This design comes from an exercise in tuning for small area on the open sky130 flow, not from production work.
In this exercise RTL edits were held to simulation tests only and were not proved equivalent to the original.
Power and IR drop assume default switching activity.

--- flow/standard.sh ---
#!/bin/bash
# synth_recipe.tcl (not shown) runs the flow's synth.tcl, then flattens the netlist and writes it again
# the make line also repeats each setting of config.mk as NAME=value (left out here)
make -C /OpenROAD-flow-scripts/flow DESIGN_CONFIG=/design/flow/config.mk WORK_HOME=/design/flow/orfs CLKGATE_MAP_FILE= SYNTH_SCRIPT=/design/flow/synth_recipe.tcl "${@:-finish}"
--- flow/flow/abc_speed.script ---
&get -n
&st
&deepsyn -T 60
&dch -f
&nf -R 1000
&st
&dch -f
&nf -R 1000
&st
&dch -f
&nf -R 1000
&st
&dch -f
&nf -R 1000
&put
strash
dch -f
amap -m
topo
stime -c
dnsize -c
--- flow/flow/run.sh ---
#!/bin/bash
# Layout flow: the standard flow (standard.sh, the ORFS make targets), with
#  - ABC run with an area-oriented mapping script (flow/abc_speed.script:
#    choice-based structural rewriting and area-recovering mapping, no
#    buffering/upsizing; the repair steps after placement fix any timing);
#    everything else in synthesis is the standard one, so the registers
#    are the standard synthesis's;
#  - CTS without dummy load cells;
#  - the smallest buffer on every input and output port.
# Each tool's log is in orfs/logs/; this script's own output is in flow.log.
set -euo pipefail
W=$(pwd)
{
  echo "copying ORFS scripts to $W/scripts_mod"
  rm -rf "$W/scripts_mod"
  cp -r "$FLOW_HOME/scripts" "$W/scripts_mod"
  cp "$W/flow/abc_speed.script" "$W/scripts_mod/abc_speed.script"
  bash "$W/standard.sh" \
    "SCRIPTS_DIR=$W/scripts_mod" \
    "CTS_ARGS=-sink_clustering_enable -repair_clock_nets -dont_use_dummy_load -buf_list sky130_fd_sc_hd__clkbuf_8 -sink_clustering_size 20 -sink_clustering_max_diameter 60" \
    "BUFFER_PORTS_ARGS=-buffer_cell sky130_fd_sc_hd__buf_1" \
    finish
} > "$W/flow.log" 2>&1
--- flow/design.v ---
package code_defs_pkg;
    typedef enum logic [1:0]
        { SYNC_DATA = 2'b10
        , SYNC_CTL = 2'b01
        } sync_t;
    typedef enum logic [7:0]
        { BT_IDLE = 8'h1e
        , BT_O4   = 8'h2d
        , BT_S4   = 8'h33
        , BT_O0S4 = 8'h66
        , BT_O0O4 = 8'h55
        , BT_S0   = 8'h78
        , BT_O0   = 8'h4b
        , BT_T0   = 8'h87
        , BT_T1   = 8'h99
        , BT_T2   = 8'haa
        , BT_T3   = 8'hb4
        , BT_T4   = 8'hcc
        , BT_T5   = 8'hd2
        , BT_T6   = 8'he1
        , BT_T7   = 8'hff
        } block_type_t;
    typedef enum logic [6:0]
        { CC_IDLE = 7'b00
        , CC_LPI = 7'h06
        , CC_ERROR = 7'h1e
        , CC_RES0 = 7'h2d
        , CC_RES1 = 7'h33
        , CC_RES2 = 7'h4b
        , CC_RES3 = 7'h55
        , CC_RES4 = 7'h66
        , CC_RES5 = 7'h78
        } control_code_t;
    typedef enum logic [3:0]
        { OC_SEQ = 4'h0
        , OC_SIG = 4'hf
        } o_code_t;
    typedef enum logic [7:0]
        { RS_IDLE = 8'h07
        , RS_LPI = 8'h06
        , RS_START = 8'hfb
        , RS_TERM = 8'hfd
        , RS_ERROR = 8'hfe
        , RS_OSEQ = 8'h9c
        , RS_RES0 = 8'h1c
        , RS_RES1 = 8'h3c
        , RS_RES2 = 8'h7c
        , RS_RES3 = 8'hbc
        , RS_RES4 = 8'hdc
        , RS_RES5 = 8'hf7
        , RS_OSIG = 8'h5c
        } rs_code_t;
    typedef enum logic [7:0]
        { MAC_PRE = 8'h55
        , MAC_SFD = 8'hd5
        } mac_code_t;
    function automatic logic [7:0] control_to_rs_code(logic [6:0] icode);
        case (icode)
            CC_IDLE:    control_to_rs_code = RS_IDLE;
            CC_LPI:     control_to_rs_code = RS_LPI;
            CC_ERROR:   control_to_rs_code = RS_ERROR;
            CC_RES0:    control_to_rs_code = RS_RES0;
            CC_RES1:    control_to_rs_code = RS_RES1;
            CC_RES2:    control_to_rs_code = RS_RES2;
            CC_RES3:    control_to_rs_code = RS_RES3;
            CC_RES4:    control_to_rs_code = RS_RES4;
            CC_RES5:    control_to_rs_code = RS_RES5;
            default: begin
                control_to_rs_code = RS_IDLE;
            end
        endcase
    endfunction
    function automatic logic [3:0] rs_to_cc_ocode (input logic [7:0] rs_code);
        rs_to_cc_ocode = rs_code == RS_OSEQ ? OC_SEQ : OC_SIG;
    endfunction
    function automatic logic [7:0] cc_to_rs_ocode (input logic [3:0] cc_ocode);
        cc_to_rs_ocode = cc_ocode == OC_SEQ ? RS_OSEQ : RS_OSIG;
    endfunction
endpackage
`timescale 1ns/1ps
`default_nettype none
module slicing_crc (
    input wire i_clk,
    input wire i_en,
    input wire i_continue,
    input wire [31:0] i_data,
    output logic [31:0] o_crc
);
    wire [31:0] x;
    wire [31:0] crc_next;
    assign x = (i_continue ? o_crc : 32'hFFFFFFFF) ^ i_data;
    wire t0 = x[0] ^ x[22];
    wire t1 = x[2] ^ x[7];
    wire t2 = x[3] ^ x[21];
    wire t3 = x[4] ^ t0;
    wire t4 = x[1] ^ x[23];
    wire t5 = x[16] ^ x[28];
    wire t6 = x[10] ^ x[26];
    wire t7 = x[11] ^ x[25];
    wire t8 = x[5] ^ x[31];
    wire t9 = x[14] ^ x[30];
    wire t10 = x[17] ^ x[29];
    wire t11 = x[6] ^ x[9];
    wire t12 = x[19] ^ x[27];
    wire t13 = x[15] ^ x[24];
    wire t14 = x[5] ^ x[8];
    wire t15 = x[20] ^ t1;
    wire t16 = x[13] ^ x[18];
    wire t17 = x[24] ^ x[27];
    wire t18 = x[0] ^ x[12];
    wire t19 = x[15] ^ t8;
    wire t20 = x[23] ^ t5;
    wire t21 = x[7] ^ x[25];
    wire t22 = t1 ^ t2;
    wire t23 = x[4] ^ x[11];
    wire t24 = t7 ^ t11;
    wire t25 = t3 ^ t9;
    wire t26 = x[26] ^ t16;
    wire t27 = x[12] ^ x[18];
    wire t28 = t4 ^ t6;
    wire t29 = x[8] ^ t3;
    wire t30 = t2 ^ t10;
    wire t31 = x[29] ^ t12;
    wire t32 = x[3] ^ x[10];
    wire t33 = t11 ^ t13;
    wire t34 = x[9] ^ x[14];
    wire t35 = x[30] ^ t26;
    wire t36 = t14 ^ t17;
    wire t37 = x[2] ^ x[20];
    wire t38 = x[31] ^ t6;
    wire t39 = x[6] ^ t4;
    wire t40 = t9 ^ t13;
    wire t41 = x[13] ^ t18;
    wire t42 = t15 ^ t39;
    wire t43 = t20 ^ t33;
    wire t44 = t7 ^ t27;
    wire t45 = x[25] ^ x[28];
    wire t46 = t24 ^ t28;
    wire t47 = x[2] ^ t19;
    wire t48 = x[3] ^ x[7];
    wire t49 = t16 ^ t21;
    wire t50 = t15 ^ t23;
    wire t51 = x[17] ^ t29;
    wire t52 = x[4] ^ x[19];
    wire t53 = x[6] ^ t25;
    wire t54 = t10 ^ t37;
    wire t55 = t12 ^ t28;
    wire t56 = x[28] ^ t2;
    wire t57 = x[3] ^ x[26];
    wire t58 = x[30] ^ t17;
    wire t59 = x[20] ^ x[31];
    wire t60 = t18 ^ t30;
    wire t61 = x[12] ^ t36;
    wire t62 = x[16] ^ t25;
    wire t63 = x[24] ^ t14;
    wire t64 = t22 ^ t38;
    wire t65 = x[8] ^ t56;
    wire t66 = x[12] ^ x[13];
    wire t67 = t0 ^ t10;
    wire t68 = x[13] ^ t23;
    wire t69 = x[19] ^ t19;
    wire t70 = t1 ^ t34;
    assign crc_next[0] = x[16] ^ t29 ^ t42 ^ t57;
    assign crc_next[1] = x[4] ^ x[9] ^ x[17] ^ t4 ^ t22 ^ t36;
    assign crc_next[2] = x[2] ^ x[18] ^ t3 ^ t11 ^ t32 ^ t45 ^ t63;
    assign crc_next[3] = x[5] ^ x[29] ^ t46 ^ t48 ^ t52;
    assign crc_next[4] = x[6] ^ x[30] ^ t6 ^ t50 ^ t61;
    assign crc_next[5] = x[7] ^ x[27] ^ t8 ^ t24 ^ t41 ^ t65;
    assign crc_next[6] = x[29] ^ t20 ^ t32 ^ t34 ^ t37 ^ t41;
    assign crc_next[7] = x[1] ^ x[10] ^ t30 ^ t40 ^ t68;
    assign crc_next[8] = t44 ^ t47 ^ t62;
    assign crc_next[9] = t15 ^ t51 ^ t66 ^ t69;
    assign crc_next[10] = x[5] ^ x[21] ^ t3 ^ t26 ^ t70;
    assign crc_next[11] = x[14] ^ x[15] ^ x[22] ^ t12 ^ t14 ^ t32 ^ t39;
    assign crc_next[12] = t43 ^ t50;
    assign crc_next[13] = x[10] ^ x[16] ^ t21 ^ t60 ^ t63;
    assign crc_next[14] = x[1] ^ t24 ^ t35 ^ t51;
    assign crc_next[15] = t8 ^ t27 ^ t55 ^ t70;
    assign crc_next[16] = x[7] ^ x[22] ^ t5 ^ t13 ^ t55 ^ t68;
    assign crc_next[17] = x[14] ^ t7 ^ t20 ^ t54 ^ t61;
    assign crc_next[18] = t33 ^ t35 ^ t45 ^ t60;
    assign crc_next[19] = x[1] ^ t31 ^ t38 ^ t49 ^ t62;
    assign crc_next[20] = x[11] ^ x[17] ^ t5 ^ t12 ^ t19 ^ t48 ^ t53;
    assign crc_next[21] = x[28] ^ t27 ^ t47 ^ t57 ^ t67;
    assign crc_next[22] = x[8] ^ x[22] ^ t15 ^ t31 ^ t35;
    assign crc_next[23] = x[0] ^ x[9] ^ x[23] ^ t9 ^ t12 ^ t59 ^ t65;
    assign crc_next[24] = x[8] ^ x[29] ^ t43 ^ t64;
    assign crc_next[25] = t46 ^ t54 ^ t58;
    assign crc_next[26] = x[28] ^ t44 ^ t58 ^ t64;
    assign crc_next[27] = x[31] ^ t5 ^ t7 ^ t31 ^ t41 ^ t42;
    assign crc_next[28] = x[21] ^ x[24] ^ t10 ^ t20 ^ t53 ^ t66;
    assign crc_next[29] = t4 ^ t8 ^ t40 ^ t49 ^ t67;
    assign crc_next[30] = x[3] ^ x[18] ^ x[22] ^ t21 ^ t40 ^ t52 ^ t59;
    assign crc_next[31] = x[1] ^ x[6] ^ x[25] ^ t0 ^ t22 ^ t69;
    always_ff @(posedge i_clk)
    if (i_en) begin
        o_crc <= crc_next;
    end
endmodule
`timescale 1ns/1ps
`default_nettype none
module scrambler #(
    parameter bit DESCRAMBLE = 0,
    localparam int DATA_WIDTH = 32
) (
    input wire i_clk,
    input wire i_reset,
    input wire i_init_done,
    input wire i_pause,
    input wire [DATA_WIDTH-1:0] i_data,
    output wire [DATA_WIDTH-1:0] o_data
);
    /*verilator lint_off UNUSED*/
    logic[127:0] scrambler_data;
    /*verilator lint_on UNUSED*/
    logic [127:0] next_scrambler_data;
    logic [95:0] next_scrambler_data_split;
    always_ff @(posedge i_clk) begin
        if (i_reset || !i_init_done) begin
            scrambler_data <= '1;
        end
        else if (!i_pause) begin
            scrambler_data <= next_scrambler_data;
        end
    end
    assign next_scrambler_data_split = {scrambler_data[DATA_WIDTH +: 128 - DATA_WIDTH]};
    assign next_scrambler_data = DESCRAMBLE ? {i_data, next_scrambler_data_split} :
                                                {o_data, next_scrambler_data_split};
    generate
        for (genvar gi = 0; gi < DATA_WIDTH; gi++) begin: l_assign_odata
            assign o_data[gi] = next_scrambler_data_split[(64-DATA_WIDTH) + 6+gi] ^ next_scrambler_data_split[(64-DATA_WIDTH) + 25+gi] ^ i_data[gi];
        end
    endgenerate
endmodule
`timescale 1ns/1ps
`default_nettype none
module rx_gearbox #(
    parameter bit REGISTER_OUTPUT = 1,
    localparam int DATA_WIDTH = 32,
    localparam int HEADER_WIDTH = 2,
    localparam int SEQUENCE_WIDTH = 6
) (
    input wire i_clk,
    input wire i_reset,
    input wire [DATA_WIDTH-1:0] i_data,
    input wire i_slip,
    output logic [DATA_WIDTH-1:0] o_data,
    output logic [HEADER_WIDTH-1:0] o_header,
    output logic o_data_valid,
    output logic o_header_valid,
    output wire o_next_second_word    
);
    logic [SEQUENCE_WIDTH-1:0] gearbox_seq;
    logic half_slip;
    always_ff @(posedge i_clk)
    if (i_reset) begin
        gearbox_seq <= '0;
        half_slip <= '0;
    end else begin
        if (!i_slip) begin
            gearbox_seq <= gearbox_seq < 32 ? gearbox_seq + 1 : '0;
        end
        if (i_slip) begin
            half_slip <= ~half_slip;
        end
    end
    logic [DATA_WIDTH-1:0] prev;
    logic prev2_msb;
    always_ff @(posedge i_clk)
    if (!i_slip) begin
        prev <= i_data;
        prev2_msb <= prev[DATA_WIDTH-1];
    end
    wire frame_word;
    wire [64:0] window;
    logic [4:0] start;
    wire [33:0] slice;
    assign frame_word = (half_slip) ? !gearbox_seq[0] && gearbox_seq != SEQUENCE_WIDTH'(32) :
                                      !gearbox_seq[0];
    always_comb begin
        logic [5:0] s1;
        s1 = half_slip ? gearbox_seq + 6'd1 : gearbox_seq - 6'd1;
        start = {s1[4:1], !half_slip};
    end
    assign window = {i_data, prev, prev2_msb};
    logic [40:0] sh_a;
    logic [34:0] sh_b;
    always_comb begin
        case (start[4:3])
            2'd0: sh_a = window[0 +: 41];
            2'd1: sh_a = window[8 +: 41];
            2'd2: sh_a = window[16 +: 41];
            default: sh_a = window[24 +: 41];
        endcase
        case (start[2:1])
            2'd0: sh_b = sh_a[0 +: 35];
            2'd1: sh_b = sh_a[2 +: 35];
            2'd2: sh_b = sh_a[4 +: 35];
            default: sh_b = sh_a[6 +: 35];
        endcase
    end
    assign slice = start[0] ? sh_b[1 +: 34] : sh_b[0 +: 34];
    wire odata_valid_int;
    wire oheader_valid_int;
    assign odata_valid_int = half_slip ? gearbox_seq != 31 : gearbox_seq != 0;
    assign oheader_valid_int = !frame_word && odata_valid_int;
    assign o_next_second_word = odata_valid_int && frame_word;
    always_ff @(posedge i_clk)
    if (i_reset) begin
        o_data_valid <= '0;
        o_header <= '0;
        o_header_valid <= '0;
    end else begin
        o_data_valid <= odata_valid_int;
        o_header <= (oheader_valid_int) ? slice[1:0] : o_header;
        o_header_valid <= oheader_valid_int;
    end
    always_ff @(posedge i_clk)
        o_data <= slice[33:2];
endmodule
`timescale 1ns/1ps
`default_nettype none
module lock_state(
    input wire i_clk,
    input wire i_reset,
    input wire [1:0] i_header,
    input wire i_valid,
    output wire o_slip
);
    typedef enum logic[2:0] { LOCK_INIT = 3'd0, RESET_CNT = 3'd1, TEST_SH = 3'd2,
        VALID_SH = 3'd4, INVALID_SH = 3'd5, SLIP = 3'd3} lock_state_t;
    lock_state_t state, next_state;
    logic [6:0] sh_cnt;
    logic [4:0] sh_invalid_cnt;
    wire sh_valid;
    wire cnt_64, inv_16, inv_zero;
    assign sh_valid = (i_header[1] ^ i_header[0]);
    assign o_slip = (state == SLIP);
    assign cnt_64 = sh_cnt[6];
    assign inv_16 = sh_invalid_cnt[4];
    assign inv_zero = sh_invalid_cnt == 0;
    always_ff @(posedge i_clk) begin
        if (i_reset) begin
            state <= LOCK_INIT;
        end else begin
            state <= next_state;
        end
    end
    always_comb begin
        case (state)
            LOCK_INIT: next_state = RESET_CNT;
            RESET_CNT: next_state = TEST_SH;
            TEST_SH: next_state = sh_valid ? VALID_SH : INVALID_SH;
            VALID_SH: begin
                if (cnt_64) begin
                    next_state = inv_zero ? LOCK_INIT : RESET_CNT;
                end else begin
                    next_state = sh_valid ? VALID_SH : INVALID_SH;
                end
            end
            INVALID_SH: begin
                if (cnt_64 && !inv_16) begin
                    next_state = RESET_CNT;
                end else if (inv_16) begin
                    next_state = SLIP;
                end else begin
                    next_state = sh_valid ? VALID_SH : INVALID_SH;
                end
            end
            default: next_state = RESET_CNT;   
        endcase
    end
    always_ff @(posedge i_clk) begin
        if (state == RESET_CNT) begin
            sh_cnt <= 0;
            sh_invalid_cnt <= 0;
        end else if (state[2] && i_valid) begin
            sh_cnt <= sh_cnt + 1;
            if (state[0]) begin
                sh_invalid_cnt <= sh_invalid_cnt + 1;
            end
        end
    end
endmodule
`timescale 1ns/1ps
`default_nettype none
import code_defs_pkg::*;
module decoder #(
    localparam int DATA_WIDTH = 32,
    localparam int DATA_NBYTES = DATA_WIDTH / 8
) (
    input wire i_reset,
    input wire i_rxc,
    input wire [DATA_WIDTH-1:0] i_rxd,
    input wire [1:0] i_rx_header,
    input wire i_rx_data_valid,
    input wire i_rx_header_valid,
    input wire i_next_decode,      
    output wire [DATA_WIDTH-1:0] o_rxd,
    output wire [DATA_NBYTES-1:0] o_rxctl
);
    logic [DATA_WIDTH-1:0] rxd_q;
    logic [1:0] hdr_q;
    logic [7:0] bt_q;
    wire output_decode_frame;
    assign output_decode_frame = !i_rx_header_valid && i_rx_data_valid;
    always_ff @(posedge i_rxc) begin
        if (i_rx_data_valid && (output_decode_frame || i_next_decode)) begin
            rxd_q <= i_rxd;
        end
    end
    always_ff @(posedge i_rxc) begin
        if (i_reset) begin
            hdr_q <= SYNC_DATA;
        end else if (output_decode_frame) begin
            hdr_q <= i_rx_header;
        end
    end
    always_ff @(posedge i_rxc) begin
        if (output_decode_frame) begin
            bt_q <= rxd_q[7:0];
        end
    end
    wire hi = !output_decode_frame;
    wire [7:0] bt = hi ? bt_q : rxd_q[7:0];
    wire [1:0] hdr = hi ? hdr_q : i_rx_header;
    wire [63:0] lo_bits = {i_rxd, rxd_q};
    wire [3:0] oc_a_src = hi ? rxd_q[3:0] : i_rxd[3:0];
    wire [3:0] oc_b_src = hi ? rxd_q[7:4] : i_rxd[7:4];
    wire is_data = hdr == SYNC_DATA;
    wire t_idle = !is_data && bt == BT_IDLE;
    wire t_o4   = !is_data && bt == BT_O4;
    wire t_s4   = !is_data && bt == BT_S4;
    wire t_o0s4 = !is_data && bt == BT_O0S4;
    wire t_o0o4 = !is_data && bt == BT_O0O4;
    wire t_s0   = !is_data && bt == BT_S0;
    wire t_o0   = !is_data && bt == BT_O0;
    wire [7:0] t_term;    
    assign t_term[0] = !is_data && bt == BT_T0;
    assign t_term[1] = !is_data && bt == BT_T1;
    assign t_term[2] = !is_data && bt == BT_T2;
    assign t_term[3] = !is_data && bt == BT_T3;
    assign t_term[4] = !is_data && bt == BT_T4;
    assign t_term[5] = !is_data && bt == BT_T5;
    assign t_term[6] = !is_data && bt == BT_T6;
    assign t_term[7] = !is_data && bt == BT_T7;
    wire t_known = is_data | t_idle | t_o4 | t_s4 | t_o0s4 | t_o0o4 | t_s0 | t_o0 | (|t_term);
    wire [7:0] oc_a = oc_a_src == OC_SEQ ? RS_OSEQ : RS_OSIG;
    wire [7:0] oc_b = oc_b_src == OC_SEQ ? RS_OSEQ : RS_OSIG;
    function automatic logic [7:0] cc_map(input logic [6:0] icode);
        case (icode)
            CC_IDLE:    cc_map = RS_IDLE;
            CC_LPI:     cc_map = RS_LPI;
            CC_ERROR:   cc_map = RS_ERROR;
            CC_RES0:    cc_map = RS_RES0;
            CC_RES1:    cc_map = RS_RES1;
            CC_RES2:    cc_map = RS_RES2;
            CC_RES3:    cc_map = RS_RES3;
            CC_RES4:    cc_map = RS_RES4;
            CC_RES5:    cc_map = RS_RES5;
            default:    cc_map = RS_IDLE;
        endcase
    endfunction
    function automatic logic [6:0] lane_sel(input int l, input logic is_data, input logic t_idle,
            input logic t_o4, input logic t_s4, input logic t_o0s4, input logic t_o0o4,
            input logic t_s0, input logic t_o0, input logic [7:0] t_term);
        logic s_raw, s_shf, s_map, s_fb, s_fd, s_oca, s_ocb;
        s_raw = is_data || (l >= 1 && l <= 3 && (t_o0s4 || t_o0o4 || t_o0)) ||
                (l >= 5 && (t_o4 || t_s4 || t_o0s4 || t_o0o4)) || (l >= 1 && t_s0);
        s_shf = 1'b0;
        s_fd = 1'b0;
        s_map = t_idle || (l < 4 && (t_o4 || t_s4)) || (l >= 4 && t_o0);
        for (int n = 0; n < 8; n++) begin
            if (l < n) s_shf = s_shf || t_term[n];
            if (l == n) s_fd = s_fd || t_term[n];
            if (l > n) s_map = s_map || t_term[n];
        end
        s_fb = (l == 4 && (t_s4 || t_o0s4)) || (l == 0 && t_s0);
        s_oca = (l == 0 && (t_o0s4 || t_o0)) || (l == 4 && t_o0o4);
        s_ocb = (l == 4 && t_o4) || (l == 0 && t_o0o4);
        lane_sel = {s_raw, s_shf, s_map, s_fb, s_fd, s_oca, s_ocb};
    endfunction
    logic [31:0] rxd_out;
    logic [3:0] ctl_out;
    always_comb begin
        for (int j = 0; j < 4; j++) begin
            logic [6:0] sel_lo, sel_hi, sel;
            logic s_raw, s_shf, s_map, s_fb, s_fd, s_oca, s_ocb;
            logic [7:0] raw, shf;
            logic [6:0] code;
            sel_lo = lane_sel(j, is_data, t_idle, t_o4, t_s4, t_o0s4, t_o0o4, t_s0, t_o0, t_term);
            sel_hi = lane_sel(j + 4, is_data, t_idle, t_o4, t_s4, t_o0s4, t_o0o4, t_s0, t_o0, t_term);
            sel = hi ? sel_hi : sel_lo;
            {s_raw, s_shf, s_map, s_fb, s_fd, s_oca, s_ocb} = sel;
            raw = rxd_q[8*j +: 8];
            shf = (j < 3) ? rxd_q[8*j+8 +: 8] : i_rxd[7:0];
            code = hi ? rxd_q[4 + 7*j +: 7] : lo_bits[8 + 7*j +: 7];
            rxd_out[8*j +: 8] = ({8{s_raw}} & raw) | ({8{s_shf}} & shf) |
                                ({8{s_map}} & cc_map(code)) |
                                ({8{s_fb}} & RS_START) | ({8{s_fd}} & RS_TERM) |
                                ({8{s_oca}} & oc_a) | ({8{s_ocb}} & oc_b) |
                                ({8{!t_known}} & RS_ERROR);
            ctl_out[j] = !t_known || s_map || s_fb || s_fd || s_oca || s_ocb;
        end
    end
    assign o_rxd = rxd_out;
    assign o_rxctl = ctl_out;
endmodule
`timescale 1ns/1ps
`default_nettype none
import code_defs_pkg::*;
module rx_mac #(
    localparam int DATA_WIDTH = 32,
    localparam int DATA_NBYTES = DATA_WIDTH / 8
) (
    input wire i_reset,
    input wire i_clk,
    input wire [DATA_WIDTH-1:0] i_xgmii_rxd,
    input wire [DATA_NBYTES-1:0] i_xgmii_rxc,
    input wire i_phy_rx_valid,
    output logic [DATA_WIDTH-1:0] m00_axis_tdata,
    output logic [DATA_NBYTES-1:0] m00_axis_tkeep,
    output logic m00_axis_tvalid,
    output logic m00_axis_tlast,
    output logic m00_axis_tuser
);
    logic in_frame;      
    logic next_in_frame;
    logic sfd_found_del;
    logic prev_full;     
    wire sfd_found;
    wire [DATA_NBYTES-1:0] term_loc;
    wire term_found;
    wire ctl_found;
    wire data_invalid;
    wire frame_end;
    logic [DATA_NBYTES-1:0] tkeep;
    logic fcs_ok;
    generate for (genvar gi = 0; gi < DATA_NBYTES; gi++) begin: l_term_loc
        assign term_loc[gi] = i_phy_rx_valid && i_xgmii_rxc[gi] && i_xgmii_rxd[gi*8 +: 8] == RS_TERM;
    end endgenerate
    assign term_found = |term_loc;
    assign ctl_found = |i_xgmii_rxc;
    assign data_invalid = (i_xgmii_rxc[3] && i_xgmii_rxd[31:24] == RS_ERROR) ||
                          (i_xgmii_rxc[2] && i_xgmii_rxd[23:16] == RS_ERROR) ||
                          (i_xgmii_rxc[1] && i_xgmii_rxd[15: 8] == RS_ERROR) ||
                          (i_xgmii_rxc[0] && i_xgmii_rxd[ 7: 0] == RS_ERROR);
    assign sfd_found = i_phy_rx_valid && (i_xgmii_rxd == {{3{8'h55}}, RS_START}) && (i_xgmii_rxc == 4'b1);
    assign frame_end = i_phy_rx_valid && ctl_found;
    assign next_in_frame = in_frame ? !frame_end : sfd_found;
    always_comb begin
        if (!in_frame || sfd_found_del) begin
            tkeep = 4'b0000;
        end else begin
            case (1'b1)
                term_loc[0]: tkeep = 4'b0000;
                term_loc[1]: tkeep = 4'b0001;
                term_loc[2]: tkeep = 4'b0011;
                term_loc[3]: tkeep = 4'b0111;
                default: tkeep = 4'b1111;
            endcase
        end
    end
    always_ff @(posedge i_clk)
    if (i_reset) begin
        in_frame <= 1'b0;
        m00_axis_tvalid <= 1'b0;
    end else begin
        in_frame <= next_in_frame;
        m00_axis_tvalid <= in_frame && i_phy_rx_valid && !data_invalid && !sfd_found_del;
    end
    always_ff @(posedge i_clk) begin
        m00_axis_tlast <= in_frame && frame_end;
        m00_axis_tuser <= in_frame && fcs_ok;
        m00_axis_tdata <= i_xgmii_rxd;
        m00_axis_tkeep <= tkeep;
        if (i_phy_rx_valid) begin
            sfd_found_del <= sfd_found;
            prev_full <= in_frame && tkeep[3];
        end
    end
    wire [31:0] crc;
    slicing_crc u_rx_crc (
        .i_clk(i_clk),
        .i_en(i_phy_rx_valid),
        .i_continue(in_frame && prev_full),
        .i_data(i_xgmii_rxd),
        .o_crc(crc)
    );
    always_comb begin
        case (1'b1)
            term_loc[0]: fcs_ok = crc == 32'hDEBB20E3;
            term_loc[1]: fcs_ok = crc == ({24'd0, i_xgmii_rxd[7:0]} ^ 32'h00BE26ED);
            term_loc[2]: fcs_ok = crc == ({16'd0, i_xgmii_rxd[15:0]} ^ 32'hBE26ED00);
            term_loc[3]: fcs_ok = crc == ({8'd0, i_xgmii_rxd[23:0]} ^ 32'h2DFD1072);
            default: fcs_ok = 1'b0;
        endcase
    end
endmodule
`timescale 1ns/1ps
`default_nettype none
import code_defs_pkg::*;
module eth_rx (
    input wire i_clk,
    input wire i_reset,
    input wire [31:0] i_xver_rx_data,
    output logic [31:0] m00_axis_tdata,
    output logic [3:0] m00_axis_tkeep,
    output logic m00_axis_tvalid,
    output logic m00_axis_tlast,
    output logic m00_axis_tuser
);
    wire [31:0] rx_gearbox_data_out, rx_descrambled_data;
    wire [1:0] rx_header;
    wire rx_data_valid, rx_header_valid, rx_next_second_word;
    wire rx_gearbox_slip;
    wire [31:0] rx_decoded_data;
    wire [3:0] rx_decoded_ctl;
    rx_gearbox #(.REGISTER_OUTPUT(1))
    u_rx_gearbox (
        .i_clk(i_clk),
        .i_reset(i_reset),
        .i_data(i_xver_rx_data),
        .i_slip(rx_gearbox_slip),
        .o_data(rx_gearbox_data_out),
        .o_header(rx_header),
        .o_data_valid(rx_data_valid),
        .o_header_valid(rx_header_valid),
        .o_next_second_word(rx_next_second_word)
    );
    lock_state u_lock_state(
        .i_clk(i_clk),
        .i_reset(i_reset),
        .i_header(rx_header),
        .i_valid(rx_header_valid),
        .o_slip(rx_gearbox_slip)
    );
    scrambler #(
        .DESCRAMBLE(1)
    ) u_descrambler(
        .i_clk(i_clk),
        .i_reset(i_reset),
        .i_init_done(!i_reset),
        .i_pause(!rx_data_valid),
        .i_data(rx_gearbox_data_out),
        .o_data(rx_descrambled_data)
    );
    decoder u_decoder(
        .i_reset(i_reset),
        .i_rxc(i_clk),
        .i_rxd(rx_descrambled_data),
        .i_rx_header(rx_header),
        .i_rx_data_valid(rx_data_valid),
        .i_rx_header_valid(rx_header_valid),
        .i_next_decode(rx_next_second_word),
        .o_rxd(rx_decoded_data),
        .o_rxctl(rx_decoded_ctl)
    );
    logic [31:0] xgmii_rx_data;
    logic [3:0] xgmii_rx_ctl;
    logic phy_rx_valid;
    always_ff @(posedge i_clk)
    if (i_reset) begin
        phy_rx_valid <= '0;
    end else begin
        phy_rx_valid <= rx_data_valid;
    end
    always_ff @(posedge i_clk) begin
        xgmii_rx_data <= rx_decoded_data;
        xgmii_rx_ctl <= rx_decoded_ctl;
    end
    rx_mac u_rx (
        .i_reset(i_reset),
        .i_clk(i_clk),
        .i_xgmii_rxd(xgmii_rx_data),
        .i_xgmii_rxc(xgmii_rx_ctl),
        .i_phy_rx_valid(phy_rx_valid),
        .m00_axis_tdata(m00_axis_tdata),
        .m00_axis_tkeep(m00_axis_tkeep),
        .m00_axis_tvalid(m00_axis_tvalid),
        .m00_axis_tlast(m00_axis_tlast),
        .m00_axis_tuser(m00_axis_tuser)
    );
endmodule
--- flow/constraint.sdc ---
create_clock -name core_clock -period 6.5 [get_ports {i_clk}]
set_input_delay 1.3000 -clock core_clock [delete_from_list [all_inputs] [get_ports {i_clk}]]
set_output_delay 1.3000 -clock core_clock [all_outputs]
set_load 0.01 [all_outputs]
--- flow/config.mk ---
export PLATFORM = sky130hd
export DESIGN_NAME = eth_rx
export DESIGN_NICKNAME = eth_rx
export VERILOG_FILES = /design/flow/design.v
export SDC_FILE = /design/flow/constraint.sdc
export NUM_CORES = 4
export LEC_CHECK = 0
export CAP_MARGIN = 0
export CORE_MARGIN = 2
export CORE_UTILIZATION = 40
export CTS_BUF_LIST = sky130_fd_sc_hd__clkbuf_8
export CTS_CLUSTER_DIAMETER = 60
export CTS_CLUSTER_SIZE = 20
export GPL_TIMING_DRIVEN = 0
export SLEW_MARGIN = 0
==> results of run 1 <==
## what timing repair did
action / 4_1_cts / 5_1_grt
endpoints found under the setup margin: 68 / 44
pin swaps: 2 / 1
hold buffers: 0 / 0
gates resized for setup: 13 / 5
buffers inserted: 1 / 1
gates cloned: 2 / 0
## worst paths after layout
check | cells after the start | start | end | slack, ns
setup / recovery | 23 | u_rx_gearbox.o_data_valid | xgmii_rx_data[1] | 0.60
hold reg to reg | 0 | xgmii_rx_data[4] | u_rx.m00_axis_tdata[4] | 0.40
setup reg to reg | 23 | u_rx_gearbox.o_data_valid | xgmii_rx_data[1] | 0.60
hold / removal | 0 | xgmii_rx_data[4] | u_rx.m00_axis_tdata[4] | 0.40
## placed cells by master, fill, tap and decap left out, types with 6 or more instances in the layout
| master | netlist | layout |
|---|---|---|
| sky130_fd_sc_hd__nor2_1 | 323 | 318 |
| sky130_fd_sc_hd__o22ai_1 | 230 | 227 |
| sky130_fd_sc_hd__clkinv_1 | 222 | 217 |
| sky130_fd_sc_hd__dfxtp_1 | 203 | 201 |
| sky130_fd_sc_hd__a21oi_1 | 189 | 188 |
| sky130_fd_sc_hd__nand2_1 | 157 | 154 |
| sky130_fd_sc_hd__edfxtp_1 | 99 | 99 |
| sky130_fd_sc_hd__o21ai_0 | 99 | 98 |
| sky130_fd_sc_hd__o22a_1 | 87 | 87 |
| sky130_fd_sc_hd__buf_1 | 1 | 73 |
| sky130_fd_sc_hd__nor3_1 | 50 | 49 |
| sky130_fd_sc_hd__o221ai_1 | 34 | 34 |
| sky130_fd_sc_hd__clkbuf_8 | 0 | 30 |
| sky130_fd_sc_hd__nor4_1 | 26 | 25 |
| sky130_fd_sc_hd__nand3_1 | 22 | 22 |
| sky130_fd_sc_hd__nand4_1 | 18 | 18 |
| sky130_fd_sc_hd__a221oi_1 | 17 | 17 |
| sky130_fd_sc_hd__or3_1 | 17 | 17 |
| sky130_fd_sc_hd__or2_0 | 14 | 13 |
| sky130_fd_sc_hd__a211oi_1 | 13 | 12 |
| sky130_fd_sc_hd__or4_1 | 11 | 11 |
| sky130_fd_sc_hd__xor2_1 | 9 | 9 |
| sky130_fd_sc_hd__ha_1 | 8 | 8 |
| sky130_fd_sc_hd__a222oi_1 | 6 | 6 |
| sky130_fd_sc_hd__a31oi_1 | 7 | 6 |
## state kept, by name, summed over array words and instances (netlist names), 7 cells and up
name / flops
xgmii_rx_data: 32
u_lock_state.sh_cnt: 7
u_rx_gearbox.o_data: 32
u_rx.m00_axis_tdata: 32
u_rx_gearbox.prev: 32
u_descrambler.scrambler_data: 58
u_decoder.rxd_q: 32
u_decoder.bt_q: 8
u_rx.u_rx_crc.o_crc: 32
## per-stage QoR
step           setup TNS (ns)  setup slack, ns  total power, uW  utilization  hold WS [ns]
2_1_floorplan               0           0.0175             6770            -         0.355
3_3_place_gp          -145.35            -3.29             8760        0.427         0.401
3_5_place_dp           -52.01            -2.04             8810        0.430         0.405
4_1_cts                     0           0.0453             9870        0.442         0.401
5_1_grt                     0            0.166            10600        0.444         0.411
6_report                    0            0.597             9960        0.444         0.403
## cells by family after synthesis
kind of cell | share of synthesized area
compound gates | 0.298
xor+xnor | 0.00565
flops | 0.454
fa+ha+maj | 0.00775
buf+inv | 0.0540
simple gates | 0.181
## Yosys cell counts (all sizes together) (4+ instances only)
library cell  count
a222oi            6
o221ai           34
a22o              4
nor3             50
o22ai           230
nand4            18
or4              11
nand3            22
or3              17
clkinv          222
a31oi             7
nor4             26
a221oi           17
nor2            323
nand2           157
ha                8
o22a             87
or2              14
a211oi           13
edfxtp           99
dfxtp           203
xor2              9
a21oi           189
a311oi            4
o21ai            99
o32ai             4
## power breakdown
group          switching (uW)  internal, uW
registers                 607          2730
clock network             615           407
logic                    3920          1680
## metal layers
metal	routed length [um]	global-route usage	share of wire	vias up
li1	-	-	-	7435
met3	3260	0.0315	0.059	135
met1	23800	0.352	0.43	7194
met5	0	0	0	-
met2	25400	0.441	0.46	632
met4	2790	0.119	0.051	0
## area by class of cell
| type | count | share of cell area |
|---|---|---|
| inverter | 222 | 0.0494 |
| multi-input combinational | 1389 | 0.452 |
| sequential | 302 | 0.413 |
| timing repair buffer | 80 | 0.0234 |
| buffer | 1 | 0.000220 |
| tap | 518 | 0.0380 |
| clock buffer | 30 | 0.0242 |
## worst register-to-register path, cell delays in order (launching register included)
cell	delay (ns)
sky130_fd_sc_hd__dfxtp_1	0.35
sky130_fd_sc_hd__clkinv_1	0.26
sky130_fd_sc_hd__nor2_4	0.24
sky130_fd_sc_hd__clkinv_4	0.30
sky130_fd_sc_hd__o22ai_1	0.38
sky130_fd_sc_hd__clkinv_1	0.22
sky130_fd_sc_hd__nand2_1	0.18
sky130_fd_sc_hd__nor3_1	0.10
sky130_fd_sc_hd__nor2_1	0.32
sky130_fd_sc_hd__nand2_1	0.22
sky130_fd_sc_hd__a211oi_4	0.36
sky130_fd_sc_hd__clkinv_2	0.26
sky130_fd_sc_hd__nor2_1	0.22
sky130_fd_sc_hd__clkinv_1	0.17
sky130_fd_sc_hd__nor3_2	0.35
sky130_fd_sc_hd__nor2_1	0.22
sky130_fd_sc_hd__nand3_1	0.22
sky130_fd_sc_hd__nor2_1	0.11
sky130_fd_sc_hd__nor3_1	0.35
sky130_fd_sc_hd__clkinv_1	0.27
sky130_fd_sc_hd__nor2_2	0.33
sky130_fd_sc_hd__nor2_1	0.07
sky130_fd_sc_hd__a21oi_1	0.12
sky130_fd_sc_hd__o2111ai_1	0.14
==> impl_results.html, run 1 <==
<table>
<tr><th>Metric</th><th>Value</th></tr>
<tr><th colspan="2">Die</th></tr>
<tr><td>Die outline area</td><td>40300 sq um</td></tr>
<tr><td>Die outline height</td><td>201 um</td></tr>
<tr><td>Core area</td><td>between 30000 and 40000 sq um</td></tr>
<tr><td>Starting density of the core</td><td>0.403</td></tr>
<tr><td>Count of standard-cell rows</td><td>just over 70</td></tr>
<tr><td># IOs</td><td>73</td></tr>
<tr><td>Width of the die</td><td>201 um</td></tr>
<tr><th colspan="2">Timing</th></tr>
<tr><td>Highest achievable clock rate</td><td>169 MHz</td></tr>
<tr><td>Setup violators final</td><td>0</td></tr>
<tr><td>Actual slew at the worst max-slew pin</td><td>1.19 ns</td></tr>
<tr><td>Normalized max-slew margin</td><td>0.201</td></tr>
<tr><td>Final Skew</td><td>0.0668 ns</td></tr>
<tr><td>Time the worst path needs with I/O delays and setup</td><td>5.90 ns</td></tr>
<tr><td>Unrepaired setup endpoints after global routing</td><td>false</td></tr>
<tr><td>Count of final hold-check violations</td><td>0</td></tr>
<tr><td>Number of max-slew violations in the final report</td><td>0</td></tr>
<tr><td>Fin crit share</td><td>0.908</td></tr>
<tr><th colspan="2">Finish</th></tr>
<tr><td>Area taken by flip-flops and latches</td><td>7040 sq um</td></tr>
<tr><td>Number of filler instances in the final layout</td><td>3933</td></tr>
<tr><td>Share of layout cells above drive strength 1</td><td>0.0316</td></tr>
<tr><td>Area added between synthesis and finish</td><td>10.2%</td></tr>
<tr><td>Fin nets</td><td>2069</td></tr>
<tr><td>Area of the multi-input gates</td><td>just under 8000 sq um</td></tr>
<tr><td>Total non-filler cell area in the finished layout</td><td>between 15000 and 20000 sq um</td></tr>
<tr><td># diodes</td><td>0</td></tr>
<tr><td>Non-filler instance count after layout</td><td>2542</td></tr>
<tr><th colspan="2">Place</th></tr>
<tr><td>RD Place Congestion</td><td>0.933</td></tr>
<tr><td>Estimated wirelength of the detail-placed design</td><td>42.6 mm</td></tr>
<tr><td>Placed cell count</td><td>2507</td></tr>
<tr><td>Placed cell area</td><td>roughly 17000 sq um</td></tr>
<tr><td>Number of buffers inserted by port buffering</td><td>72</td></tr>
<tr><th colspan="2">Clock tree</th></tr>
<tr><td>Clock-pin slew reported for the worst setup and hold paths after clock tree synthesis</td><td>0.10 ns</td></tr>
<tr><td>Worst skew pair latency</td><td>around 0.65 ns</td></tr>
<tr><td>Maximum clock path buffer count</td><td>3</td></tr>
<tr><td>Count of clock tree sinks</td><td>302</td></tr>
<tr><td>Clock root buffer</td><td>sky130_fd_sc_hd__clkbuf_8</td></tr>
<tr><td>Clock buffer count from CTS</td><td>30</td></tr>
<tr><td>H-tree Lvls</td><td>1</td></tr>
<tr><td>CTS tree</td><td>yes</td></tr>
<tr><th colspan="2">Yosys</th></tr>
<tr><td>Commonest register cell after synthesis</td><td>sky130_fd_sc_hd__dfxtp_1</td></tr>
<tr><td>Main area contributors after synthesis</td><td>sky130_fd_sc_hd__dfxtp_1 (26%), sky130_fd_sc_hd__edfxtp_1 (19%), sky130_fd_sc_hd__o22ai_1 (9.3%)</td></tr>
<tr><td>Number of flip-flops and latches in the synthesized netlist</td><td>between 300 and 400</td></tr>
<tr><td>Post-synthesis area per instance</td><td>8.10 sq um</td></tr>
<tr><td>Number of enable flip-flop cells after synthesis</td><td>99</td></tr>
<tr><td>Sequential fraction of the synthesis area</td><td>0.454</td></tr>
<tr><td>Fraction of synthesized cell area taken by the top area cell type</td><td>0.262</td></tr>
<tr><td>Number of nets produced by synthesis</td><td>between 1500 and 2000</td></tr>
<tr><td>Yosys warning count</td><td>7</td></tr>
<tr><td>Post-synthesis instance total</td><td>1912</td></tr>
<tr><td>Netlist cell types</td><td>49</td></tr>
<tr><td>Share of flip-flops with an asynchronous set or reset after synthesis</td><td>0</td></tr>
<tr><td>Cell area after synthesis</td><td>15500 sq um</td></tr>
<tr><td>Cell taking the most area after synthesis</td><td>sky130_fd_sc_hd__dfxtp_1</td></tr>
<tr><th colspan="2">Critical path</th></tr>
<tr><td>Slowest library cell on the worst path</td><td>sky130_fd_sc_hd__o22ai_1</td></tr>
<tr><td>Kind of cell adding the most delay to the critical path</td><td>simple AND/OR/NAND/NOR gates</td></tr>
<tr><td>Buffers and inverters on the worst path</td><td>6</td></tr>
<tr><td>Required time of the worst setup path</td><td>slightly below 7 ns</td></tr>
<tr><td>Cell with the most instances on the worst path</td><td>sky130_fd_sc_hd__nor2_1</td></tr>
<tr><td>Crit Path Category</td><td>reg2reg</td></tr>
<tr><td>Startpoint types</td><td>register</td></tr>
<tr><td>Maximum net fanout on the critical path</td><td>46</td></tr>
<tr><td>Critical-path cell list</td><td>clkinv_1, nor2_4, clkinv_4, o22ai_1, clkinv_1, nand2_1, nor3_1, nor2_1, nand2_1, a211oi_4, clkinv_2, nor2_1, clkinv_1, nor3_2, nor2_1, nand3_1, nor2_1, nor3_1, clkinv_1, nor2_2, nor2_1, a21oi_1, o2111ai_1</td></tr>
<tr><td>Delay of the slowest cell on the worst path</td><td>0.36 ns</td></tr>
<tr><td>Critical path endpoint category</td><td>register</td></tr>
<tr><td>Crit path DAT</td><td>between 6 and 7 ns</td></tr>
<tr><th colspan="2">Global route</th></tr>
<tr><td>GRT Residual Overflow</td><td>0</td></tr>
<tr><td>All-layer global routing usage</td><td>0.267</td></tr>
<tr><td>Wire length of the first global-routing pass</td><td>83.9 mm</td></tr>
<tr><td>Initial antenna violation count</td><td>0</td></tr>
<tr><td>Number of global-route vias before repair</td><td>approximately 14000</td></tr>
<tr><td>Largest net degree at the start of global routing</td><td>65</td></tr>
<tr><th colspan="2">Run status</th></tr>
<tr><td>Run status</td><td>complete, no violations</td></tr>
<tr><th colspan="2">Job</th></tr>
<tr><td>Number of max-cap violations</td><td>0</td></tr>
<tr><th colspan="2">Detailed routing</th></tr>
<tr><td>Average vias per placed instance</td><td>6.06</td></tr>
<tr><td>Vias post-DR</td><td>15400</td></tr>
<tr><td>Routed wirelength normalized by instance count</td><td>21.7 um</td></tr>
<tr><td>Drc violations</td><td>0</td></tr>
<tr><td>1st-iter DRT viols</td><td>1458</td></tr>
<tr><td>Number of iterations in the first detailed-routing pass</td><td>6</td></tr>
<tr><td>Detail Route Antenna Nets</td><td>0</td></tr>
<tr><td>Detailed-route wire length</td><td>55.2 mm</td></tr>
<tr><th colspan="2">Pwr</th></tr>
<tr><td>Cell area power density</td><td>584 nW/um^2</td></tr>
<tr><td>IR drop worst, VDD</td><td>0.000249 V</td></tr>
<tr><td>Leak pwr</td><td>0.00557 uW</td></tr>
<tr><th colspan="2">Worst hold path</th></tr>
<tr><td>Hold Path Class</td><td>reg2reg</td></tr>
</table>
==> inputs of run 2 (changes only) <==
--- a/flow/flow/abc_speed.script
+++ b/flow/flow/abc_speed.script
@@ -2,3 +2,2 @@
 &st
-&deepsyn -T 60
 &dch -f
==> impl_results.html, run 2 <==
<table>
<tr><th>Metric</th><th>Value</th></tr>
<tr><th colspan="2">Critical path</th></tr>
<tr><td>Maximum net fanout on the critical path</td><td>31 (was 46)</td></tr>
<tr><td>Crit path DAT</td><td>6.37 ns (about the same)</td></tr>
<tr><td>Crit Path Category</td><td>reg2reg (unchanged)</td></tr>
<tr><td>Setup slack on the worst flop-to-flop path</td><td>0.41 ns (was 0.60 ns)</td></tr>
<tr><td>Critical path endpoint category</td><td>register (unchanged)</td></tr>
<tr><td>Required time of the worst setup path</td><td>6.77 ns (was 6.96 ns)</td></tr>
<tr><td>Startpoint types</td><td>register (unchanged)</td></tr>
<tr><th colspan="2">Die</th></tr>
<tr><td>Starting density of the core</td><td>0.406 (was 0.403)</td></tr>
<tr><td>Count of standard-cell rows</td><td>72 (unchanged)</td></tr>
<tr><td>Core area</td><td>38800 sq um (was 38500 sq um)</td></tr>
<tr><td># IOs</td><td>73 (unchanged)</td></tr>
<tr><td>Width of the die</td><td>203 um (was 201 um)</td></tr>
<tr><td>Die outline height</td><td>203 um (was 201 um)</td></tr>
<tr><td>Die outline area</td><td>41100 sq um (was 40300 sq um)</td></tr>
<tr><th colspan="2">Finish</th></tr>
<tr><td>Register bank with the most flops</td><td>u_descrambler.scrambler_data (unchanged)</td></tr>
<tr><td>Most frequent standard cell in the layout excluding fill and tap cells</td><td>sky130_fd_sc_hd__clkinv_1 (was sky130_fd_sc_hd__nor2_1)</td></tr>
<tr><td>Fin nets</td><td>2129 (was 2069)</td></tr>
<tr><td>Share of layout cells above drive strength 1</td><td>0.0307 (was 0.0316)</td></tr>
<tr><td>Final standard cell utilization of the core</td><td>0.447 (was 0.444)</td></tr>
<tr><td>Max FFs per register</td><td>58 (unchanged)</td></tr>
<tr><td># diodes</td><td>0 (unchanged)</td></tr>
<tr><td>Non-filler instance count after layout</td><td>2602 (was 2542)</td></tr>
<tr><td>Area added between synthesis and finish</td><td>9.98% (was 10.2%)</td></tr>
<tr><td>Number of filler instances in the final layout</td><td>3940 (was 3933)</td></tr>
<tr><td>Commonest cells after routing, fill and taps aside</td><td>sky130_fd_sc_hd__clkinv_1 (315), sky130_fd_sc_hd__o22ai_1 (294), sky130_fd_sc_hd__nor2_1 (280) (was sky130_fd_sc_hd__nor2_1 (318), sky130_fd_sc_hd__o22ai_1 (227), sky130_fd_sc_hd__clkinv_1 (217))</td></tr>
<tr><th colspan="2">Yosys</th></tr>
<tr><td>Cell area after synthesis</td><td>15800 sq um (was 15500 sq um)</td></tr>
<tr><td>Main area contributors after synthesis</td><td>sky130_fd_sc_hd__dfxtp_1 (26%), sky130_fd_sc_hd__edfxtp_1 (19%), sky130_fd_sc_hd__o22ai_1 (12%) (was sky130_fd_sc_hd__dfxtp_1 (26%), sky130_fd_sc_hd__edfxtp_1 (19%), sky130_fd_sc_hd__o22ai_1 (9.3%))</td></tr>
<tr><td>Netlist cell types</td><td>51 (was 49)</td></tr>
<tr><td>Fraction of synthesized cell area taken by the top area cell type</td><td>0.258 (was 0.262)</td></tr>
<tr><td>Share of flip-flops with an asynchronous set or reset after synthesis</td><td>0 (unchanged)</td></tr>
<tr><td>Leading cell type by number of instances after synthesis</td><td>sky130_fd_sc_hd__clkinv_1 (was sky130_fd_sc_hd__nor2_1)</td></tr>
<tr><td>Cell taking the most area after synthesis</td><td>sky130_fd_sc_hd__dfxtp_1 (unchanged)</td></tr>
<tr><td>Post-synthesis area per instance</td><td>8.01 sq um (was 8.10 sq um)</td></tr>
<tr><td>Ranking of synthesized cells by instance count</td><td>sky130_fd_sc_hd__clkinv_1 (320), sky130_fd_sc_hd__o22ai_1 (294), sky130_fd_sc_hd__nor2_1 (286) (was sky130_fd_sc_hd__nor2_1 (323), sky130_fd_sc_hd__o22ai_1 (230), sky130_fd_sc_hd__clkinv_1 (222))</td></tr>
<tr><td>Commonest register cell after synthesis</td><td>sky130_fd_sc_hd__dfxtp_1 (unchanged)</td></tr>
<tr><td>Sequential fraction of the synthesis area</td><td>0.446 (was 0.454)</td></tr>
<tr><td>Number of nets produced by synthesis</td><td>2013 (was 1955)</td></tr>
<tr><td>Number of enable flip-flop cells after synthesis</td><td>99 (unchanged)</td></tr>
<tr><td>Post-synthesis instance total</td><td>1970 (was 1912)</td></tr>
<tr><td>Yosys warning count</td><td>7 (unchanged)</td></tr>
<tr><td>Number of flip-flops and latches in the synthesized netlist</td><td>302 (unchanged)</td></tr>
<tr><th colspan="2">Timing</th></tr>
<tr><td>Actual slew at the worst max-slew pin</td><td>1.10 ns (was 1.19 ns)</td></tr>
<tr><td>Normalized max-slew margin</td><td>0.261 (was 0.201)</td></tr>
<tr><td>Final Skew</td><td>0.149 ns (was 0.0668 ns)</td></tr>
<tr><td>Number of max-slew violations in the final report</td><td>0 (unchanged)</td></tr>
<tr><td>Total negative setup slack</td><td>0 ns (unchanged)</td></tr>
<tr><td>Setup violators final</td><td>0 (unchanged)</td></tr>
<tr><td>Worst-case setup margin in the final layout</td><td>0.408 ns (was 0.597 ns)</td></tr>
<tr><td>Unrepaired setup endpoints after global routing</td><td>false (unchanged)</td></tr>
<tr><td>Fin crit share</td><td>0.937 (was 0.908)</td></tr>
<tr><td>Highest achievable clock rate</td><td>164 MHz (was 169 MHz)</td></tr>
<tr><td>Time the worst path needs with I/O delays and setup</td><td>6.09 ns (was 5.90 ns)</td></tr>
<tr><td>Count of final hold-check violations</td><td>0 (unchanged)</td></tr>
<tr><th colspan="2">Job</th></tr>
<tr><td>Number of max-cap violations</td><td>0 (unchanged)</td></tr>
<tr><th colspan="2">Detailed routing</th></tr>
<tr><td>1st-iter DRT viols</td><td>1737 (was 1458)</td></tr>
<tr><td>Drc violations</td><td>0 (unchanged)</td></tr>
<tr><td>Detail Route Antenna Nets</td><td>0 (unchanged)</td></tr>
<tr><td>Number of iterations in the first detailed-routing pass</td><td>8 (was 6)</td></tr>
<tr><td>Routed wirelength normalized by instance count</td><td>20.4 um (was 21.7 um)</td></tr>
<tr><td>Average vias per placed instance</td><td>6.06 (about the same)</td></tr>
<tr><td>Vias post-DR</td><td>15800 (was 15400)</td></tr>
<tr><td>Detailed-route wire length</td><td>53.0 mm (was 55.2 mm)</td></tr>
<tr><th colspan="2">Global route</th></tr>
<tr><td>All-layer global routing usage</td><td>0.251 (was 0.267)</td></tr>
<tr><td>Initial antenna violation count</td><td>0 (unchanged)</td></tr>
<tr><td>Wire length of the first global-routing pass</td><td>81.0 mm (was 83.9 mm)</td></tr>
<tr><td>Largest net degree at the start of global routing</td><td>63 (was 65)</td></tr>
<tr><td>GRT Residual Overflow</td><td>0 (unchanged)</td></tr>
<tr><td>Number of global-route vias before repair</td><td>14100 (was 14000)</td></tr>
<tr><th colspan="2">Pwr</th></tr>
<tr><td>Portion of total power attributed to the clock network</td><td>0.097 (was 0.103)</td></tr>
<tr><td>Net switching power figure</td><td>5250 uW (was 5140 uW)</td></tr>
<tr><td>Leak pwr</td><td>0.00567 uW (was 0.00557 uW)</td></tr>
<tr><td>Cell area power density</td><td>579 nW/um^2 (was 584 nW/um^2)</td></tr>
<tr><td>Sequential share of power</td><td>0.322 (was 0.335)</td></tr>
<tr><td>IR drop worst, VDD</td><td>0.000204 V (was 0.000249 V)</td></tr>
<tr><td>Power after layout</td><td>10000 uW (was 9960 uW)</td></tr>
<tr><td>Logic gate share of total power</td><td>0.581 (was 0.563)</td></tr>
<tr><td>P_int</td><td>4800 uW (was 4820 uW)</td></tr>
<tr><td>Fraction of power spent switching nets</td><td>0.522 (was 0.516)</td></tr>
<tr><th colspan="2">Clock tree</th></tr>
<tr><td>Clock root buffer</td><td>sky130_fd_sc_hd__clkbuf_8 (unchanged)</td></tr>
<tr><td>CTS tree</td><td>yes (unchanged)</td></tr>
<tr><td>Worst skew pair latency</td><td>0.67 ns (was 0.65 ns)</td></tr>
<tr><td>Clock-pin slew reported for the worst setup and hold paths after clock tree synthesis</td><td>0.12 ns (was 0.10 ns)</td></tr>
<tr><td>Clock buffer count from CTS</td><td>28 (was 30)</td></tr>
<tr><td>H-tree Lvls</td><td>1 (unchanged)</td></tr>
<tr><td>Count of clock tree sinks</td><td>302 (unchanged)</td></tr>
<tr><td>Maximum clock path buffer count</td><td>3 (unchanged)</td></tr>
<tr><td>Total of hold buffers inserted after clock tree synthesis</td><td>0 (unchanged)</td></tr>
<tr><th colspan="2">Place</th></tr>
<tr><td>Place WS</td><td>-2.18 ns (was -2.04 ns)</td></tr>
<tr><td>Number of buffers inserted by port buffering</td><td>72 (unchanged)</td></tr>
<tr><td>RD Place Congestion</td><td>0.993 (was 0.933)</td></tr>
<tr><td>Estimated wirelength of the detail-placed design</td><td>40.4 mm (was 42.6 mm)</td></tr>
<tr><td>Placed cell count</td><td>2566 (was 2507)</td></tr>
<tr><th colspan="2">Worst hold path</th></tr>
<tr><td>Hold Path Class</td><td>reg2reg (unchanged)</td></tr>
<tr><th colspan="2">Run status</th></tr>
<tr><td>Run status</td><td>complete, no violations (unchanged)</td></tr>
</table>
## run 2: cell count changes after synthesis, moves of 11 or more
cell                       before  now
sky130_fd_sc_hd__o22a_1        87    9
sky130_fd_sc_hd__a21oi_1      189  166
sky130_fd_sc_hd__nand2_1      157  120
sky130_fd_sc_hd__o22ai_1      230  294
sky130_fd_sc_hd__o221ai_1      34   79
sky130_fd_sc_hd__nor2_1       323  286
sky130_fd_sc_hd__clkinv_1     222  320
sky130_fd_sc_hd__a221oi_1      17    6
sky130_fd_sc_hd__a222oi_1       6   25
## run 2: worst paths after layout
kind | endpoint | cells past startpoint | from
hold / removal | u_rx.m00_axis_tdata[17] | 0 | xgmii_rx_data[17]
setup reg to reg | u_rx.u_rx_crc.o_crc[3] | 11 | u_rx.prev_full
hold reg to reg | u_rx.m00_axis_tdata[17] | 0 | xgmii_rx_data[17]
setup / recovery | u_rx.u_rx_crc.o_crc[3] | 11 | u_rx.prev_full
## run 2: power by group through the flow
stage,clock [uW],sequential (uW),combinational (uW)
after floorplan,0,3090,3760
after global placement,0,3270,5520
after detailed placement,0,3270,5570
after CTS,1010,3220,5620
after global routing,1080,3290,6360
final,977,3230,5840
## run 2: area by class of cell
cell class / instances / area, sq um / area share
clock buffers: 28 / 385 / 0.0222
repair inverters: 1 / 3.75 / 0.000216
inverters: 320 / 1240 / 0.0713
repair buffers: 82 / 407 / 0.0234
multi-input cells: 1350 / 7630 / 0.439
flip-flops and latches: 302 / 7040 / 0.406
plain buffers: 1 / 3.75 / 0.000216
well taps: 518 / 648 / 0.0373
## run 2: kinds of logic (layout without fill, tap and decap cells)
| kind of cell | after synthesis | count (layout) | synth area share |
|---|---|---|---|
| compound gates | 737 | 737 | 0.299 |
| xor+xnor | 7 | 7 | 0.00389 |
| fa+ha+maj | 9 | 9 | 0.00761 |
| buf+inv | 321 | 432 | 0.0764 |
| flops | 302 | 302 | 0.446 |
| simple gates | 594 | 597 | 0.167 |
## run 2: routing by layer
| metal | up-vias | routed length, um | GRT usage |
|---|---|---|---|
| met5 | - | 0 | 0 |
| met4 | 0 | 1600 | 0.0811 |
| met3 | 95 | 4740 | 0.0467 |
| met2 | 719 | 22100 | 0.372 |
| met1 | 7262 | 24600 | 0.368 |
| li1 | 7690 | - | - |
## run 2: repair_timing
item                       CTS  global route
setup buffers                2             1
setup endpoints to repair   70            62
cloned                       4             0
pin swaps                    2             0
resized for setup            7            10
## run 2: through the flow
stage,instance area [sq um],hold WS [ns]
after global routing,17400,0.393
after global placement,16700,0.387
after floorplan,15800,0.355
final,17400,0.393
after CTS,17300,0.392
after detailed placement,16800,0.388
## run 2: critical path, stage by stage (launching register included)
cell	delay, ns
sky130_fd_sc_hd__edfxtp_1	0.42
sky130_fd_sc_hd__nand2_2	0.51
sky130_fd_sc_hd__clkinvlp_4	0.62
sky130_fd_sc_hd__o22ai_1	0.95
sky130_fd_sc_hd__clkinv_1	0.47
sky130_fd_sc_hd__o22ai_1	0.65
sky130_fd_sc_hd__clkinv_1	0.35
sky130_fd_sc_hd__o22ai_1	0.42
sky130_fd_sc_hd__clkinv_1	0.15
sky130_fd_sc_hd__o22ai_1	0.29
sky130_fd_sc_hd__o22ai_1	0.16
sky130_fd_sc_hd__o21ai_0	0.75
==> inputs of run 3 (changes only) <==
--- a/flow/flow/run.sh
+++ b/flow/flow/run.sh
@@ -19,3 +19,3 @@
     "SCRIPTS_DIR=$W/scripts_mod" \
-    "CTS_ARGS=-sink_clustering_enable -repair_clock_nets -dont_use_dummy_load -buf_list sky130_fd_sc_hd__clkbuf_8 -sink_clustering_size 20 -sink_clustering_max_diameter 60" \
+    "CTS_ARGS=-sink_clustering_enable -repair_clock_nets -dont_use_dummy_load -buf_list sky130_fd_sc_hd__clkbuf_4 -sink_clustering_size 8 -sink_clustering_max_diameter 40" \
     "BUFFER_PORTS_ARGS=-buffer_cell sky130_fd_sc_hd__buf_1" \
--- a/flow/config.mk
+++ b/flow/config.mk
@@ -13,3 +13,2 @@
 export CTS_CLUSTER_SIZE = 20
-export GPL_TIMING_DRIVEN = 0
 export SLEW_MARGIN = 0
==> impl_results.html, run 3 <==
<table>
<tr><th>Metric</th><th>Value</th></tr>
<tr><th colspan="2">Run status</th></tr>
<tr><td>Run status</td><td>complete, no violations (unchanged)</td></tr>
<tr><th colspan="2">Detailed routing</th></tr>
<tr><td>Detailed-route wire length</td><td>57.4 mm (was 53.0 mm)</td></tr>
<tr><td>Average vias per placed instance</td><td>6.05 (was 6.06)</td></tr>
<tr><td>Drc violations</td><td>0 (unchanged)</td></tr>
<tr><td>Number of iterations in the first detailed-routing pass</td><td>6 (was 8)</td></tr>
<tr><td>Vias post-DR</td><td>16100 (was 15800)</td></tr>
<tr><td>Routed wirelength normalized by instance count</td><td>21.6 um (was 20.4 um)</td></tr>
<tr><td>1st-iter DRT viols</td><td>1904 (was 1737)</td></tr>
<tr><th colspan="2">Yosys</th></tr>
<tr><td>Main area contributors after synthesis</td><td>sky130_fd_sc_hd__dfxtp_1 (26%), sky130_fd_sc_hd__edfxtp_1 (19%), sky130_fd_sc_hd__o22ai_1 (12%) (unchanged)</td></tr>
<tr><td>Post-synthesis instance total</td><td>1970 (unchanged)</td></tr>
<tr><td>Share of flip-flops with an asynchronous set or reset after synthesis</td><td>0 (unchanged)</td></tr>
<tr><td>Ranking of synthesized cells by instance count</td><td>sky130_fd_sc_hd__clkinv_1 (320), sky130_fd_sc_hd__o22ai_1 (294), sky130_fd_sc_hd__nor2_1 (286) (unchanged)</td></tr>
<tr><td>Post-synthesis area per instance</td><td>8.01 sq um (unchanged)</td></tr>
<tr><td>Leading cell type by number of instances after synthesis</td><td>sky130_fd_sc_hd__clkinv_1 (unchanged)</td></tr>
<tr><td>Number of nets produced by synthesis</td><td>2013 (unchanged)</td></tr>
<tr><td>Netlist cell types</td><td>51 (unchanged)</td></tr>
<tr><td>Number of flip-flops and latches in the synthesized netlist</td><td>302 (unchanged)</td></tr>
<tr><td>Number of enable flip-flop cells after synthesis</td><td>99 (unchanged)</td></tr>
<tr><td>Yosys warning count</td><td>7 (unchanged)</td></tr>
<tr><td>Cell area after synthesis</td><td>15800 sq um (unchanged)</td></tr>
<tr><td>Cell taking the most area after synthesis</td><td>sky130_fd_sc_hd__dfxtp_1 (unchanged)</td></tr>
<tr><th colspan="2">Critical path</th></tr>
<tr><td>Critical path endpoint category</td><td>register (unchanged)</td></tr>
<tr><td>Slowest library cell on the worst path</td><td>sky130_fd_sc_hd__nor2b_1 (was sky130_fd_sc_hd__o22ai_1)</td></tr>
<tr><td>Critical-path cell list</td><td>clkinv_4, nor2_4, clkinv_4, o22ai_1, nor2b_1, clkinv_1, nand3_1, or3_1, nor2_1, or3_1, o32a_1, a21oi_1, clkinv_1, nor2_1, clkinv_1, nor2_1, clkinv_1, nor2_1, clkinv_1, or2_0, nor2_1, o21ai_0 (was nand2_2, clkinvlp_4, o22ai_1, clkinv_1, o22ai_1, clkinv_1, o22ai_1, clkinv_1, o22ai_1, o22ai_1, o21ai_0)</td></tr>
<tr><td>Crit Path Category</td><td>reg2reg (unchanged)</td></tr>
<tr><td>Required time of the worst setup path</td><td>7.10 ns (was 6.77 ns)</td></tr>
<tr><td>Maximum net fanout on the critical path</td><td>53 (was 31)</td></tr>
<tr><td>Crit path DAT</td><td>6.48 ns (was 6.37 ns)</td></tr>
<tr><td>Delay of the slowest cell on the worst path</td><td>0.47 ns (was 0.95 ns)</td></tr>
<tr><th colspan="2">Die</th></tr>
<tr><td>Count of standard-cell rows</td><td>72 (unchanged)</td></tr>
<tr><td>Die outline height</td><td>203 um (unchanged)</td></tr>
<tr><td>Core area</td><td>38800 sq um (unchanged)</td></tr>
<tr><td>Width of the die</td><td>203 um (unchanged)</td></tr>
<tr><td>Die outline area</td><td>41100 sq um (unchanged)</td></tr>
<tr><td># IOs</td><td>73 (unchanged)</td></tr>
<tr><th colspan="2">Place</th></tr>
<tr><td>RD Place Congestion</td><td>0.962 (was 0.993)</td></tr>
<tr><td>Number of buffers inserted by port buffering</td><td>72 (unchanged)</td></tr>
<tr><td>Placed cell area</td><td>17100 sq um (was 16800 sq um)</td></tr>
<tr><td>Placed cell count</td><td>2603 (was 2566)</td></tr>
<tr><th colspan="2">Timing</th></tr>
<tr><td>Number of max-slew violations in the final report</td><td>0 (unchanged)</td></tr>
<tr><td>Fin crit share</td><td>0.904 (was 0.937)</td></tr>
<tr><td>Unrepaired setup endpoints after global routing</td><td>false (unchanged)</td></tr>
<tr><td>Highest achievable clock rate</td><td>170 MHz (was 164 MHz)</td></tr>
<tr><td>Total negative setup slack</td><td>0 ns (unchanged)</td></tr>
<tr><td>Count of final hold-check violations</td><td>0 (unchanged)</td></tr>
<tr><td>Normalized max-slew margin</td><td>0.139 (was 0.261)</td></tr>
<tr><td>Fin Hold WS</td><td>0.393 ns (about the same)</td></tr>
<tr><td>Time the worst path needs with I/O delays and setup</td><td>5.88 ns (was 6.09 ns)</td></tr>
<tr><th colspan="2">Pwr</th></tr>
<tr><td>Cell area power density</td><td>583 nW/um^2 (was 579 nW/um^2)</td></tr>
<tr><th colspan="2">Clock tree</th></tr>
<tr><td>CTS tree</td><td>yes (unchanged)</td></tr>
<tr><td>Clock buffer count from CTS</td><td>53 (was 28)</td></tr>
<tr><td>Post-CTS setup-driven buffer insertion count</td><td>0 (was 2)</td></tr>
<tr><td>Maximum clock path buffer count</td><td>3 (unchanged)</td></tr>
<tr><td>Count of clock tree sinks</td><td>302 (unchanged)</td></tr>
<tr><td>H-tree Lvls</td><td>2 (was 1)</td></tr>
<tr><td>Clock root buffer</td><td>sky130_fd_sc_hd__clkbuf_4 (was sky130_fd_sc_hd__clkbuf_8)</td></tr>
<tr><th colspan="2">Finish</th></tr>
<tr><td>Final standard cell utilization of the core</td><td>0.450 (was 0.447)</td></tr>
<tr><td>Register bank with the most flops</td><td>u_descrambler.scrambler_data (unchanged)</td></tr>
<tr><td>Commonest cells after routing, fill and taps aside</td><td>sky130_fd_sc_hd__clkinv_1 (318), sky130_fd_sc_hd__o22ai_1 (294), sky130_fd_sc_hd__nor2_1 (282) (was sky130_fd_sc_hd__clkinv_1 (315), sky130_fd_sc_hd__o22ai_1 (294), sky130_fd_sc_hd__nor2_1 (280))</td></tr>
<tr><td>Total non-filler cell area in the finished layout</td><td>17500 sq um (was 17400 sq um)</td></tr>
<tr><td>Share of layout cells above drive strength 1</td><td>0.0500 (was 0.0307)</td></tr>
<tr><td>Most frequent standard cell in the layout excluding fill and tap cells</td><td>sky130_fd_sc_hd__clkinv_1 (unchanged)</td></tr>
<tr><td>Fin nets</td><td>2183 (was 2129)</td></tr>
<tr><td>Max FFs per register</td><td>58 (unchanged)</td></tr>
<tr><td>Number of filler instances in the final layout</td><td>3991 (was 3940)</td></tr>
<tr><th colspan="2">Global route</th></tr>
<tr><td>Initial antenna violation count</td><td>2 (was 0)</td></tr>
<tr><td>Number of global-route vias before repair</td><td>14600 (was 14100)</td></tr>
<tr><td>GRT Residual Overflow</td><td>0 (unchanged)</td></tr>
<tr><td>Wire length of the first global-routing pass</td><td>87.8 mm (was 81.0 mm)</td></tr>
<tr><td>Largest net degree at the start of global routing</td><td>60 (was 63)</td></tr>
<tr><th colspan="2">Worst hold path</th></tr>
<tr><td>Hold Path Class</td><td>reg2reg (unchanged)</td></tr>
</table>
[run 3: cell type report]
class / instances / area, sq um / area share
multi-input combinational: 1347 / 7570 / 0.433
sequential: 302 / 7040 / 0.403
clock buffer: 53 / 398 / 0.0228
antenna: 2 / 5.00 / 0.000286
timing repair buffer: 116 / 601 / 0.0344
inverter: 320 / 1210 / 0.0693
tap: 518 / 648 / 0.0371
[run 3: critical path: cells and delay by family (launching register included)]
kind | cells | cell delay (ns)
compound gates | 4 | 0.92
simple gates | 11 | 2.89
flops | 1 | 0.36
buf+inv | 7 | 1.51
[run 3: logic make-up (layout without fill, tap and decap cells)]
group                    after synthesis  count (layout)  share of synthesized area
AO/OA/AOI/OAI                        737             737                      0.299
AND/OR/NAND/NOR                      594             594                      0.167
buffers and inverters                321             489                     0.0764
flip-flops                           302             302                      0.446
adder cells (fa/ha/maj)                9               9                    0.00761
XOR/XNOR                               7               7                    0.00389
other                                  0               2                          0
[run 3: layer usage]
layer | part of all wire | vias to the layer above | track usage
li1 | - | 7820 | -
met1 | 0.48 | 7478 | 0.405
met2 | 0.43 | 692 | 0.419
met3 | 0.074 | 96 | 0.0533
met4 | 0.022 | 0 | 0.0712
met5 | 0 | - | 0
[run 3: metrics by stage]
stage / setup slack [ns] / total power [uW]
global route: 0.0456 / 10900
floorplan: 0.0412 / 6850
global placement: 0.995 / 9050
detailed placement: 0.865 / 9040
finish: 0.622 / 10200
CTS: 0.742 / 10100
[run 3: path summary, 6_finish.rpt]
path / startpoint / endpoint / slack, ns / cells past startpoint
worst max-delay path: u_rx_gearbox.o_data_valid / xgmii_rx_data[18] / 0.62 / 22
worst max register to register: u_rx_gearbox.o_data_valid / xgmii_rx_data[18] / 0.62 / 22
worst min-delay path: xgmii_rx_data[17] / u_rx.m00_axis_tdata[17] / 0.39 / 0
worst min register to register: xgmii_rx_data[17] / u_rx.m00_axis_tdata[17] / 0.39 / 0
[run 3: power by group]
group / total [uW] / internal, uW / switching [uW] / leakage [uW]
clock network: 1010 / 369 / 636 / 0.000244
registers: 3240 / 2720 / 522 / 0.00265
logic: 5930 / 1780 / 4150 / 0.00294
total: 10200 / 4870 / 5300 / 0.00583
